Source: an optimization exercise on an open RTL-to-GDS flow (aim: small area and a short achievable clock period). Production flows keep margins and buffers that such runs may drop.
At most, simulation tests tie the RTL to the original design; equivalence was not proved.
No activity file was given, so power comes from the tool's default toggle rates.

==> run G <==
==> flow/design.v (excerpt) <==
module flp32_mac_5stg(
	clk,
	nrst,
	i_a,
	i_b,
	i_c,
	i_valid,
	o_p,
	o_sign,
	o_zero,
	o_nan,
	o_inf,
	o_valid
);
==> flow/config.mk <==
export PLATFORM = sky130hd
export DESIGN_NAME = flp32_mac_5stg
export DESIGN_NICKNAME = flp32_mac_5stg
export VERILOG_FILES = /design/flow/design.v
export SDC_FILE = /design/flow/constraint.sdc
export NUM_CORES = 4
export LEC_CHECK = 0
export CAP_MARGIN = 20
export CORE_MARGIN = 2
export CORE_UTILIZATION = 40
export SLEW_MARGIN = 35
export SYNTH_HIERARCHICAL = 1
export SYNTH_MINIMUM_KEEP_SIZE = 0
==> flow/constraint.sdc <==
create_clock -name core_clock -period 14.0 [get_ports {clk}]
set_input_delay 2.8000 -clock core_clock [delete_from_list [all_inputs] [get_ports {clk}]]
set_output_delay 2.8000 -clock core_clock [all_outputs]
set_load 0.01 [all_outputs]
run.sh (not shown) runs the stock make flow with config.mk's settings and CLKGATE_MAP_FILE= SYNTH_SCRIPT=/design/flow/synth_recipe.tcl, a recipe that flattens the netlist after the stock synthesis.
==> inputs of run R, as changes to run G <==
==> flow/flow/run.sh (new file) <==
#!/bin/bash
export BUFFER_PORTS_ARGS="-buffer_cell sky130_fd_sc_hd__buf_2"
bash standard.sh > standard.log 2>&1
==> flow/standard.sh (new file) <==
#!/bin/bash
# synth_recipe.tcl (not shown) runs the flow's synth.tcl, then flattens the netlist and writes it again
# the make line also repeats each setting of config.mk as NAME=value (left out here)
make -C /OpenROAD-flow-scripts/flow DESIGN_CONFIG=/design/flow/config.mk WORK_HOME=/design/flow/orfs CLKGATE_MAP_FILE= SYNTH_SCRIPT=/design/flow/synth_recipe.tcl "${@:-finish}"
removed: flow/run.sh
==> notes <==
Final area: run R is smaller than run G (about 1.7%). In sequential power, run R and run G hardly differ. Of run R and run G, run R has the higher first-iteration DRC count (gap 4.6%, measured against run G). Against run G, the utilization of run R is lower by 0.79 points. Against run G, the sequential share of layout area of run R is higher by 0.46 points. In run G the clock power is higher than in run R, by about 4%.

* * *

==> branch yarrow <==
flp32_mac_5stg, a different RTL version from the one above (not shown whole).
Settings: LEC_CHECK=0, CAP_MARGIN=20, CORE_MARGIN=2, CORE_UTILIZATION=40, CTS_BUF_LIST=sky130_fd_sc_hd__clkbuf_8, SLEW_MARGIN=65, SYNTH_HIERARCHICAL=1, SYNTH_MINIMUM_KEEP_SIZE=0; clock period 14.0 ns.
standard.sh (not shown) runs the stock make flow with config.mk's settings and CLKGATE_MAP_FILE= SYNTH_SCRIPT=/design/flow/synth_recipe.tcl, a recipe that flattens the netlist after the stock synthesis.
==> flow/flow/run.sh <==
#!/bin/bash
export BUFFER_PORTS_ARGS="-buffer_cell sky130_fd_sc_hd__buf_2"
bash standard.sh > standard.log 2>&1
==> branch ember (differences from branch yarrow) <==
--- a/flow/design.v
+++ b/flow/design.v
@@ -3948,18 +3948,20 @@
 	eff3 <= eff2;
 	f_inf3 <= f_inf2;
 	f_sn3 <= f_sn2;
 	f_zz3 <= f_zz2;
 	f_nan3 <= f_nan2;
 end
 wire [48:0] bp = { eff3, u3 ^ w3 };
 wire [48:0] bg = { 1'b0, u3 & w3 };
+wire addz3 = ~|(u3 | w3);	 
 wire acin = eff3 & gt3;
 wire [48:0] as0;
+wire aco, apall;
 wire d_g1;
 wire d_p2;
 wire d_g3;
 wire d_p4;
 wire d_g5;
 wire d_p6;
 wire d_g7;
 wire d_p8;
@@ -4617,20 +4619,22 @@
 assign as0[41] = d_s302;
 assign as0[42] = d_s303;
 assign as0[43] = d_s304;
 assign as0[44] = d_s305;
 assign as0[45] = d_s306;
 assign as0[46] = d_s307;
 assign as0[47] = d_s308;
 assign as0[48] = d_s309;
+assign aco = d_g259;
+assign apall = d_p260;
 wire [48:0] a_sg = as0 ^ {49{eff3 & ~gt3}};
-wire a_zero = ~|a_sg;
+wire a_zero = eff3 ? apall : addz3;
 wire u_gt = gt3;
-wire w_gt = ~gt3 & ~a_zero;
+wire w_gt = ~gt3 & ~apall;
 wire x_gt = exneg3 ? u_gt : w_gt;
 wire x_lt = exneg3 ? w_gt : u_gt;
 wire a_sn = eff3 ? (sna3 ? x_gt : x_lt) : sna3;
 reg [48:0] a_sg4;
 reg [7:0] ae_exp4;
 reg a_zero4, a_sn4, f_inf4, f_sn4, f_zz4, f_nan4;
 always @(posedge clk)
 begin
==> branch indigo (differences from branch yarrow) <==
--- a/flow/design.v
+++ b/flow/design.v
@@ -3931,35 +3931,37 @@
 wire [47:0] v2 = sh2[1] ? { 2'd0, v4[47:2] } : v4;
 wire [47:0] v1 = sh2[0] ? { 1'd0, v2[47:1] } : v2;
 wire [47:0] shj = { v1[47:1], jam2 };
 wire [25:0] cmp0 = { 1'b0, p2r[47:23] } + { 1'b1, ~sga2 } + { 25'd0, |p2r[22:0] };
 wire [25:0] cmp1 = { 2'b00, p2r[47:24] } + { 1'b1, ~sga2 } + { 25'd0, |p2r[23:0] };
 wire gt = gone2 | (near2 & (sh2[0] ? cmp1[25] : cmp0[25]));
 reg [47:0] u3, w3;
 reg [7:0] ae_exp3;
-reg gt3, exneg3, sna3, eff3, f_inf3, f_sn3, f_zz3, f_nan3;
+reg gt3, addz3, exneg3, sna3, eff3, f_inf3, f_sn3, f_zz3, f_nan3;
 always @(posedge clk)
 begin
 	u3 <= shj;
 	w3 <= oth2;
 	gt3 <= gt;
+	addz3 <= ~|(shj | oth2);	 
 	ae_exp3 <= ae_exp2;
 	exneg3 <= exneg2;
 	sna3 <= sna2;
 	eff3 <= eff2;
 	f_inf3 <= f_inf2;
 	f_sn3 <= f_sn2;
 	f_zz3 <= f_zz2;
 	f_nan3 <= f_nan2;
 end
 wire [48:0] bp = { eff3, u3 ^ w3 };
 wire [48:0] bg = { 1'b0, u3 & w3 };
 wire acin = eff3 & gt3;
 wire [48:0] as0;
+wire aco, apall;
 wire d_g1;
 wire d_p2;
 wire d_g3;
 wire d_p4;
 wire d_g5;
 wire d_p6;
 wire d_g7;
 wire d_p8;
@@ -4617,20 +4619,22 @@
 assign as0[41] = d_s302;
 assign as0[42] = d_s303;
 assign as0[43] = d_s304;
 assign as0[44] = d_s305;
 assign as0[45] = d_s306;
 assign as0[46] = d_s307;
 assign as0[47] = d_s308;
 assign as0[48] = d_s309;
+assign aco = d_g259;
+assign apall = d_p260;
 wire [48:0] a_sg = as0 ^ {49{eff3 & ~gt3}};
-wire a_zero = ~|a_sg;
+wire a_zero = eff3 ? apall : addz3;
 wire u_gt = gt3;
-wire w_gt = ~gt3 & ~a_zero;
+wire w_gt = ~gt3 & ~apall;
 wire x_gt = exneg3 ? u_gt : w_gt;
 wire x_lt = exneg3 ? w_gt : u_gt;
 wire a_sn = eff3 ? (sna3 ? x_gt : x_lt) : sna3;
 reg [48:0] a_sg4;
 reg [7:0] ae_exp4;
 reg a_zero4, a_sn4, f_inf4, f_sn4, f_zz4, f_nan4;
 always @(posedge clk)
 begin
- SLEW_MARGIN: 65 -> 80
==> branch quartz (differences from branch yarrow) <==
--- a/flow/design.v
+++ b/flow/design.v
@@ -3948,18 +3948,20 @@
 	eff3 <= eff2;
 	f_inf3 <= f_inf2;
 	f_sn3 <= f_sn2;
 	f_zz3 <= f_zz2;
 	f_nan3 <= f_nan2;
 end
 wire [48:0] bp = { eff3, u3 ^ w3 };
 wire [48:0] bg = { 1'b0, u3 & w3 };
+wire addz3 = ~|(u3 | w3);	 
 wire acin = eff3 & gt3;
 wire [48:0] as0;
+wire aco, apall;
 wire d_g1;
 wire d_p2;
 wire d_g3;
 wire d_p4;
 wire d_g5;
 wire d_p6;
 wire d_g7;
 wire d_p8;
@@ -4617,20 +4619,22 @@
 assign as0[41] = d_s302;
 assign as0[42] = d_s303;
 assign as0[43] = d_s304;
 assign as0[44] = d_s305;
 assign as0[45] = d_s306;
 assign as0[46] = d_s307;
 assign as0[47] = d_s308;
 assign as0[48] = d_s309;
+assign aco = d_g259;
+assign apall = d_p260;
 wire [48:0] a_sg = as0 ^ {49{eff3 & ~gt3}};
-wire a_zero = ~|a_sg;
+wire a_zero = eff3 ? apall : addz3;
 wire u_gt = gt3;
-wire w_gt = ~gt3 & ~a_zero;
+wire w_gt = ~gt3 & ~apall;
 wire x_gt = exneg3 ? u_gt : w_gt;
 wire x_lt = exneg3 ? w_gt : u_gt;
 wire a_sn = eff3 ? (sna3 ? x_gt : x_lt) : sna3;
 reg [48:0] a_sg4;
 reg [7:0] ae_exp4;
 reg a_zero4, a_sn4, f_inf4, f_sn4, f_zz4, f_nan4;
 always @(posedge clk)
 begin
- CTS_CLUSTER_SIZE: default -> 20
==> results.txt <==
In branch yarrow the synthesized cell count is smaller than in branch ember, by about 0.5%. Against branch ember, the combinational power of branch yarrow is smaller by about 2%. In clock-buffer cell count, branch quartz and branch ember do not differ. Between branch indigo and branch quartz, the lower via count is in branch quartz (gap 9.8%, measured against branch quartz). Of branch yarrow and branch indigo, branch indigo has the higher wire length (gap 15%, measured against branch indigo). Design area: branch ember is larger than branch yarrow (2.5%). Between branch ember and branch indigo, the lower clock skew is in branch ember (gap 3.2 ps).
==> figures <==
metric                                                                                                 branch quartz      branch ember    branch yarrow   branch indigo
Pre-CTS WS                                                                                                   9420 ps           9420 ps          9450 ps         9260 ps
Reg2reg end                                                                                         r2_1[24]$_DFF_P_  r2_1[24]$_DFF_P_  p2r[46]$_DFF_P_   addz3$_DFF_P_
DRT met1 WL                                                                                                 49800 um          49800 um         49200 um        54600 um
Count of placed standard cells in the final layout, fillers left out                                            5905              5905             5865            6137
Cell area after placement                                                                                 45100 um^2        45100 um^2       44200 um^2      48400 um^2
Reg-to-reg slack, setup                                                                                     10030 ps          10030 ps          9840 ps         8560 ps
Smallest hold slack                                                                                           325 ps            325 ps           324 ps          321 ps
Pleak                                                                                                        19.9 nW           19.9 nW          19.1 nW         20.9 nW
Basic-gate share of the synthesized area counting and, or, nand and nor cells                                  0.123             0.123            0.142           0.141
Power Density                                                                                            242 nW/um^2       242 nW/um^2      241 nW/um^2     240 nW/um^2
Run status                                                                                            finished clean    finished clean   finished clean  finished clean
Clock buffer and inverter area fraction after layout                                                          0.0513            0.0513           0.0498          0.0453
Share of power burned in combinational logic                                                                   0.579             0.579            0.582           0.602
ANT cells                                                                                                          2                 2                1               3
Arithmetic-cell share of the synthesized area counting full adders, half adders and majority gates             0.320             0.320            0.312           0.303
Only the layout flow was run in branch yarrow and branch indigo; the RTL was not checked for function there.

## what the ideal ports hide
How much do the figures lean on ideal ports? The routed layouts below were timed once more, with nothing changed but the port constraints.
Step 1 assumes that a clkbuf_16 drives the clock port and a buf_2 every other input.
Step 2 moves the port delays by t, midway between the first and last clock arrival at a register: inputs arrive t later, outputs are due t later. That takes back most of the time a late clock gives input paths.
Slacks: ideal ports / drivers / drivers and shift; pairs: ideal ports / drivers.
run	shift t [ns]	setup slack, ns	hold slack, ns	latest minus earliest clock arrival (ns)	worst slew at a driven data input, ns
run G	0.713	9.676 / 9.608 / 9.135	0.325 / 0.325 / 0.325	0.051 / 0.051	0.04
run R	0.712	9.567 / 9.567 / 9.490	0.324 / 0.324 / 0.324	0.045 / 0.045	0.04
branch yarrow	0.822	9.844 / 9.844 / 9.417	0.324 / 0.324 / 0.324	0.050 / 0.051	0.05
branch ember	0.847	9.954 / 9.887 / 9.377	0.325 / 0.325 / 0.325	0.045 / 0.045	0.05
branch indigo	0.858	8.563 / 8.563 / 8.563	0.321 / 0.321 / 0.321	0.054 / 0.054	0.05
branch quartz	0.847	9.954 / 9.887 / 9.377	0.325 / 0.325 / 0.325	0.045 / 0.045	0.05
After both steps every run listed still meets setup and hold.
